Context: an optimization exercise on an open-source flow, tuned for small area and few clock cycles per item. The choices shown serve that exercise and are no tape-out recipe.
Only simulation tests tie the RTL to the original design; equivalence was not proved.
The flow treats the clock pin as an ideal source. Dropping or thinning the clock tree relies on that and would not hold on a real chip.
Power is estimated from default activity; no workload was simulated.

== job 8874 ==
## IS42S16320D
module IS42S16320D(
  input            ipClk,  
  input            ipReset,
  input      [24:0]ipAddress,
  input      [ 1:0]ipByteEnable,
  output reg       opWaitRequest,
  input      [15:0]ipWriteData,
  input            ipWrite,
  input            ipRead,
  output reg [15:0]opReadData,
  output reg       opReadDataValid,
  output           opCKE,
  output reg       opnCS,
  output reg       opnRAS,
  output reg       opnCAS,
  output reg       opnWE,
  output reg [12:0]opA,
  output reg [ 1:0]opBA,
  output reg [ 1:0]opDQM,
  output reg [15:0]opDQ,
  output reg       opDQ_en,
  input      [15:0]ipDQ
);
assign opCKE = 1'b1;
reg [ 9:0]RefreshCount;
reg [ 4:0]InitCount;     
reg       Busy;          
reg [ 1:0]RasWait;       
reg [ 3:0]BankOpen;
reg [ 3:0]BankCur;       
reg [12:0]RowOpen;
reg [ 3:0]ReadPipe;      
wire Tick     = &RefreshCount;
wire Window   = ~|RefreshCount[9:5] & ~(RefreshCount[4] & |RefreshCount[3:0]);
wire Slot5    = ~|RefreshCount[9:4] & (RefreshCount[3:0] == 4'd5);
wire Slot11   = ~|RefreshCount[9:4] & (RefreshCount[3:0] == 4'd11);
wire Ready    = InitCount[4];
wire InitRef  = InitCount[3] & (InitCount[2] ^ (InitCount[1] & InitCount[0]));
wire InitMRS  = ~InitCount[4] & (&InitCount[3:0]);
wire Active   = InitRef | InitMRS | Ready;
wire Request  = ipRead | ipWrite;
wire [1:0]Bank = ipAddress[11:10];
wire RowHit   = ipAddress[24:12] == RowOpen;
wire AnyOpen  = |BankOpen;
wire BankHit  = BankCur[Bank] & RowHit;
wire Serve    = Ready & ~Window & Request & ~Busy;
wire WriteOk  = ~ReadPipe[2] & ~ReadPipe[3] & (~ReadPipe[0] | &ipByteEnable);
wire NeedPre  = Serve & BankOpen[Bank] & ~BankHit;
wire DoRW     = Serve & BankHit & (ipRead | WriteOk);
wire DoAct    = Serve & ~BankOpen[Bank];
wire DoPre    = ((Active & Window & AnyOpen & ~Busy) | NeedPre) & ~|RasWait;
wire DoRef    = (InitRef | Ready) & (Slot5 | Slot11);
wire DoMRS    = InitMRS & Slot5;
always @(*) begin
  ...
Size: ~240 cells after synthesis, about 120 I/O pins.
==> flow/config.mk <==
export PLATFORM = sky130hd
export DESIGN_NAME = IS42S16320D
export DESIGN_NICKNAME = IS42S16320D
export VERILOG_FILES = /design/flow/design.v
export SDC_FILE = /design/flow/constraint.sdc
export NUM_CORES = 4
export LEC_CHECK = 0
export CAP_MARGIN = 20
export CORE_MARGIN = 2
export CORE_UTILIZATION = 40
export SLEW_MARGIN = 20
==> flow/constraint.sdc <==
create_clock -name core_clock -period 10.0 [get_ports {ipClk}]
set_input_delay 2.0000 -clock core_clock [delete_from_list [all_inputs] [get_ports {ipClk}]]
set_output_delay 2.0000 -clock core_clock [all_outputs]
set_load 0.01 [all_outputs]
standard.sh (not shown) runs the stock make flow with config.mk's settings and CLKGATE_MAP_FILE= SYNTH_SCRIPT=/design/flow/synth_recipe.tcl, a recipe that flattens the netlist after the stock synthesis.
==> flow/flow/run.sh <==
#!/bin/bash
# Standard ORFS layout with these changes:
# - synthesis maps logic with an area-oriented ABC script (flow/abc_area.script);
#   everything else in synthesis is the standard script (registers unchanged);
# - the synthesized logic is set to its smallest drive strengths before
#   floorplan (flow/downsize.tcl); the flow's repair steps size up as needed;
# - port buffers use the smallest buffer;
# - CTS without dummy loads; the clock port drives the leaf clock buffers
#   directly (flow/noroot.tcl).
set -euo pipefail
here=$(cd "$(dirname "$0")" && pwd)
work=$(pwd)
rm -rf "$work/scripts_abc"
cp -r "$FLOW_HOME/scripts" "$work/scripts_abc"
cp "$here/abc_area.script" "$work/scripts_abc/abc_speed.script"
export SCRIPTS_DIR="$work/scripts_abc"
export BUFFER_PORTS_ARGS="-buffer_cell sky130_fd_sc_hd__buf_1"
export PRE_FLOORPLAN_TCL="$here/downsize.tcl"
export CTS_ARGS="-sink_clustering_enable -repair_clock_nets -dont_use_dummy_load -sink_clustering_size 50 -sink_clustering_max_diameter 1000 -sink_clustering_levels 1"
export POST_CTS_TCL="$here/noroot.tcl"
bash standard.sh > standard.log 2>&1
==> flow/flow/abc_area.script <==
strash
dch -f
amap
topo
==> flow/flow/downsize.tcl <==
# Before floorplan: set every combinational cell to its smallest drive
# strength; the flow's own repair steps size up what timing, slew or
# capacitance then needs.
set n 0
foreach inst [get_cells *] {
  set cell [get_property $inst ref_name]
  if {![regexp {^(sky130_fd_sc_hd__[a-z0-9]+)_([0-9]+)$} $cell -> base drv]} { continue }
  if {[string match "*__df*" $base] || [string match "*__edf*" $base] || [string match "*__sdf*" $base] || [string match "*__dl*" $base] || [string match "*clk*" $base] || [string match "*conb*" $base]} { continue }
  if {$drv <= 1} { continue }
  set lc [get_lib_cells -quiet */${base}_1]
  if {[llength $lc] == 0} { continue }
  if {[get_property [lindex $lc 0] dont_use]} { continue }
  replace_cell $inst [lindex $lc 0]
  incr n
}
puts "downsize.tcl: $n cells set to drive strength 1"
==> flow/flow/noroot.tcl <==
set block [ord::get_db_block]
set pnet [$block findNet ipClk]
set its [$pnet getITerms]
if {[llength $its] == 1} {
  set root [[lindex $its 0] getInst]
  set rnet [[$root findITerm X] getNet]
  set loads {}
  set ok 1
  foreach it [$rnet getITerms] {
    set inst [$it getInst]
    if {$inst == $root} { continue }
    if {![string match "sky130_fd_sc_hd__clkbuf_*" [[$inst getMaster] getName]]} { set ok 0 }
    lappend loads $it
  }
  if {$ok && [llength $loads] <= 4} {
    set m4 [[ord::get_db] findMaster sky130_fd_sc_hd__clkbuf_4]
    foreach it $loads {
      $it disconnect
      $it connect $pnet
      [$it getInst] swapMaster $m4
    }
    [lindex $its 0] disconnect
    odb::dbInst_destroy $root
    odb::dbNet_destroy $rnet
    puts "noroot.tcl: removed root buffer; port drives [llength $loads] clock buffers"
  } else {
    puts "noroot.tcl: root kept"
  }
}
Testbench counts of job 8874, summed over its fixed seeds: cycles 66,518, items 24,000.
Input changes introduced in job 6141 (baseline for comparison: job 8874):
==> flow/flow/run.sh <==
#!/bin/bash
# Standard ORFS layout, with the smallest buffer for the port buffers and
# the synthesized logic set to its smallest drive strengths before floorplan.
set -euo pipefail
here=$(cd "$(dirname "$0")" && pwd)
export BUFFER_PORTS_ARGS="-buffer_cell sky130_fd_sc_hd__buf_1"
export PRE_FLOORPLAN_TCL="$here/downsize.tcl"
export CTS_ARGS="-sink_clustering_enable -repair_clock_nets -dont_use_dummy_load -sink_clustering_size 50 -sink_clustering_max_diameter 1000 -sink_clustering_levels 1"
bash standard.sh > standard.log 2>&1
removed: flow/flow/abc_area.script
removed: flow/flow/noroot.tcl
==> comparison <==
The final layout from job 6141, which completed every stage, passed the timing, DRC and antenna checks at the end of the flow. From job 8874 to job 6141 the numbers moved as follows: post-place instance area up about 4%, maximum frequency up 6.5%. Worst-skew pair later-pin latency (higher): job 6141. Part of the cycle the worst path needs in job 6141 is 3.8 points below job 8874. [compare] base=job 8874 new=job 6141: area of the die moved up; number of vias in the routed layout now sits lower; final worst hold slack has decreased; clock-buffer cell count now sits higher. On core utilization of the finished layout: job 6141 sits above job 8874. Going from job 8874 to job 6141, wire length reported by the detailed router fell about 4%, sequential share of power went down by 7.4 points.
What job 5822 does differently from job 6141 at the input level:
==> flow/flow/run.sh <==
#!/bin/bash
# Standard ORFS layout, with the smallest buffer for the port buffers.
set -euo pipefail
export BUFFER_PORTS_ARGS="-buffer_cell sky130_fd_sc_hd__buf_1"
bash standard.sh > standard.log 2>&1
-- flow/config.mk --
<<< job 6141, line 8
>>> job 5822, line 8
export ABC_CLOCK_PERIOD_IN_PS = 20000
removed: flow/flow/downsize.tcl
Notes after the runs:
Of the two values seen for cell class with the largest area share, flip-flops and latches was produced by job 6141 and multi-input combinational cells by job 5822. Job 5822 against job 6141: sequential share of layout area moved down, worst hold slack after final layout now smaller, net switching power of the design increased 0.011 mW. Internal power: job 5822 vs job 6141 up 12%.
Setup changes, job 5822 to job 9233
==> flow/flow/run.sh <==
#!/bin/bash
set -euo pipefail
export BUFFER_PORTS_ARGS="-buffer_cell sky130_fd_sc_hd__buf_1"
export RECOVER_POWER=100
export CTS_ARGS="-sink_clustering_enable -repair_clock_nets -sink_clustering_size 50 -sink_clustering_max_diameter 1000 -root_buf sky130_fd_sc_hd__clkbuf_8 -buf_list sky130_fd_sc_hd__clkbuf_8"
bash standard.sh > standard.log 2>&1
-- flow/config.mk --
<<< job 5822, line 8
export ABC_CLOCK_PERIOD_IN_PS = 20000
>>> job 9233, line 8
Job 5822 has higher area overhead of the layout relative to synthesis than job 9233.
Against job 5822, the final cell area of job 9233 is lower.
Sequential share of cell area | job 9233 above job 5822
For fraction of power consumed by combinational cells, job 9233 and job 5822 come out practically identical.
Comparing fmax for job 9233 and job 5822, the bigger number came from job 5822.
First-iteration DRC count (job 9233 vs. job 5822) decreases by more than 10%
The power on job 9233 is in line with that on job 5822.
Status for job 9233 and job 5822: clean finish in job 5822 only
In job 9233 the implementation ran to completion but is not tape-out ready, as the final checks report capacitance limit, slew limit.
#### Input delta (job 4791 over job 9233)
==> flow/flow/run.sh <==
#!/bin/bash
# Standard ORFS layout with these changes:
# - synthesis maps logic with an area-oriented ABC script (flow/abc_area.script);
#   everything else in synthesis is the standard script (registers unchanged);
# - the synthesized logic is set to its smallest drive strengths before
#   floorplan (flow/downsize.tcl); the flow's repair steps size up as needed;
# - port buffers use the smallest buffer;
# - CTS without dummy loads.
set -euo pipefail
here=$(cd "$(dirname "$0")" && pwd)
work=$(pwd)
rm -rf "$work/scripts_abc"
cp -r "$FLOW_HOME/scripts" "$work/scripts_abc"
cp "$here/abc_area.script" "$work/scripts_abc/abc_speed.script"
export SCRIPTS_DIR="$work/scripts_abc"
export BUFFER_PORTS_ARGS="-buffer_cell sky130_fd_sc_hd__buf_1"
export PRE_FLOORPLAN_TCL="$here/downsize.tcl"
export CTS_ARGS="-sink_clustering_enable -repair_clock_nets -dont_use_dummy_load -sink_clustering_size 50 -sink_clustering_max_diameter 1000 -sink_clustering_levels 1"
bash standard.sh > standard.log 2>&1
==> flow/flow/abc_area.script (new file) <==
&get -n
&st
&dch
&nf -R 1000 -p
&put
topo
==> flow/flow/downsize.tcl (new file) <==
# Before floorplan: set every combinational cell to its smallest drive
# strength; the flow's own repair steps size up what timing, slew or
# capacitance then needs.
set n 0
foreach inst [get_cells *] {
  set cell [get_property $inst ref_name]
  if {![regexp {^(sky130_fd_sc_hd__[a-z0-9]+)_([0-9]+)$} $cell -> base drv]} { continue }
  if {[string match "*__df*" $base] || [string match "*__edf*" $base] || [string match "*__sdf*" $base] || [string match "*__dl*" $base] || [string match "*clk*" $base] || [string match "*conb*" $base]} { continue }
  if {$drv <= 1} { continue }
  set lc [get_lib_cells -quiet */${base}_1]
  if {[llength $lc] == 0} { continue }
  if {[get_property [lindex $lc 0] dont_use]} { continue }
  replace_cell $inst [lindex $lc 0]
  incr n
}
puts "downsize.tcl: $n cells set to drive strength 1"
==> results.txt <==
- Against job 9233, job 4791 reports a worst hold slack across all endpoints that is higher.
- Taking job 4791 over job 9233, the last weighted congestion value of the routability-driven placer ratio works out to 0.935.
- Area of all placed cells without fillers (job 4791 over job 9233): decrease, 5.4%
- Across job 4791 and job 9233, a clean result was obtained everywhere but in job 9233.
- Job 9233 finished all stages; layout check result: FAIL, due to capacitance limit, slew limit.
## Diff of input files: job 955 against job 4791
==> flow/flow/run.sh <==
#!/bin/bash
# Standard ORFS layout, with the smallest buffer for the port buffers and
# the synthesized logic set to its smallest drive strengths before floorplan.
set -euo pipefail
here=$(cd "$(dirname "$0")" && pwd)
export BUFFER_PORTS_ARGS="-buffer_cell sky130_fd_sc_hd__buf_1"
export PRE_FLOORPLAN_TCL="$here/downsize.tcl"
bash standard.sh > standard.log 2>&1
removed: flow/flow/abc_area.script
==> results.txt <==
- In job 955, the routed wire length came out about 3.4% below the value in job 4791.
- Between job 4791 and job 955, the flow reports post-layout instance count excluding filler cells decreasing slightly.
- Looking at die area, job 955 sits 2.8% above job 4791.
- Going from job 4791 to job 955, routing usage on met2 went down 2.6 points; routing usage on met1 dropped 1.2 points; count of vias placed by the detailed router down 46; number of nets in the finished design shows a reduction of 8; register fraction of the total cell area -1.5 points.
- The lower share of layout cells above drive strength 1 came out of job 4791.

[afterwards: timing with drivers on the ports]
No port has a modelled driver above. Below, the same layouts with a new extraction and two added sets of constraints. Step 1 (the two cells are an assumption about what drives the block):
set clk [get_ports {ipClk}]
set_driving_cell -lib_cell sky130_fd_sc_hd__clkbuf_16 $clk
set_driving_cell -lib_cell sky130_fd_sc_hd__buf_2 [delete_from_list [all_inputs] $clk]
Step 2 adds t to the input delays and takes it off the output delays; t is the mean of the earliest and latest rising clock arrival at the registers after step 1. Input paths then give back, and output paths get back, about the clock's delay inside the block. a / b / c = no drivers / after step 1 / after step 2; a / b = the first two.
| run | t (ns) | slack for setup (ns) | hold WS [ns] | worst setup path at the end | worst data-port slew with drivers (ns) |
|---|---|---|---|---|---|
| job 8874 | 0.210 | 3.741 / 3.720 / 3.720 | 0.341 / 0.341 / 0.341 | input to output | 0.09 |
| job 6141 | 0.312 | 4.124 / 4.089 / 4.089 | 0.331 / 0.331 / 0.331 | input to output | 0.07 |
| job 5822 | 0.321 | 3.790 / 3.771 / 3.771 | 0.325 / 0.325 / 0.325 | input to output | 0.07 |
| job 9233 | 0.320 | 2.380 / 2.361 / 2.361 | 0.324 / 0.324 / 0.324 | input to output | 0.07 |
| job 4791 | 0.312 | 3.385 / 3.361 / 3.361 | 0.330 / 0.330 / 0.330 | input to output | 0.07 |
| job 955 | 0.314 | 4.129 / 4.095 / 4.095 | 0.331 / 0.331 / 0.331 | input to output | 0.07 |
The setup slack of job 6141, which loses most, moves by -0.035 ns with the drivers and by -0.035 ns with both steps.
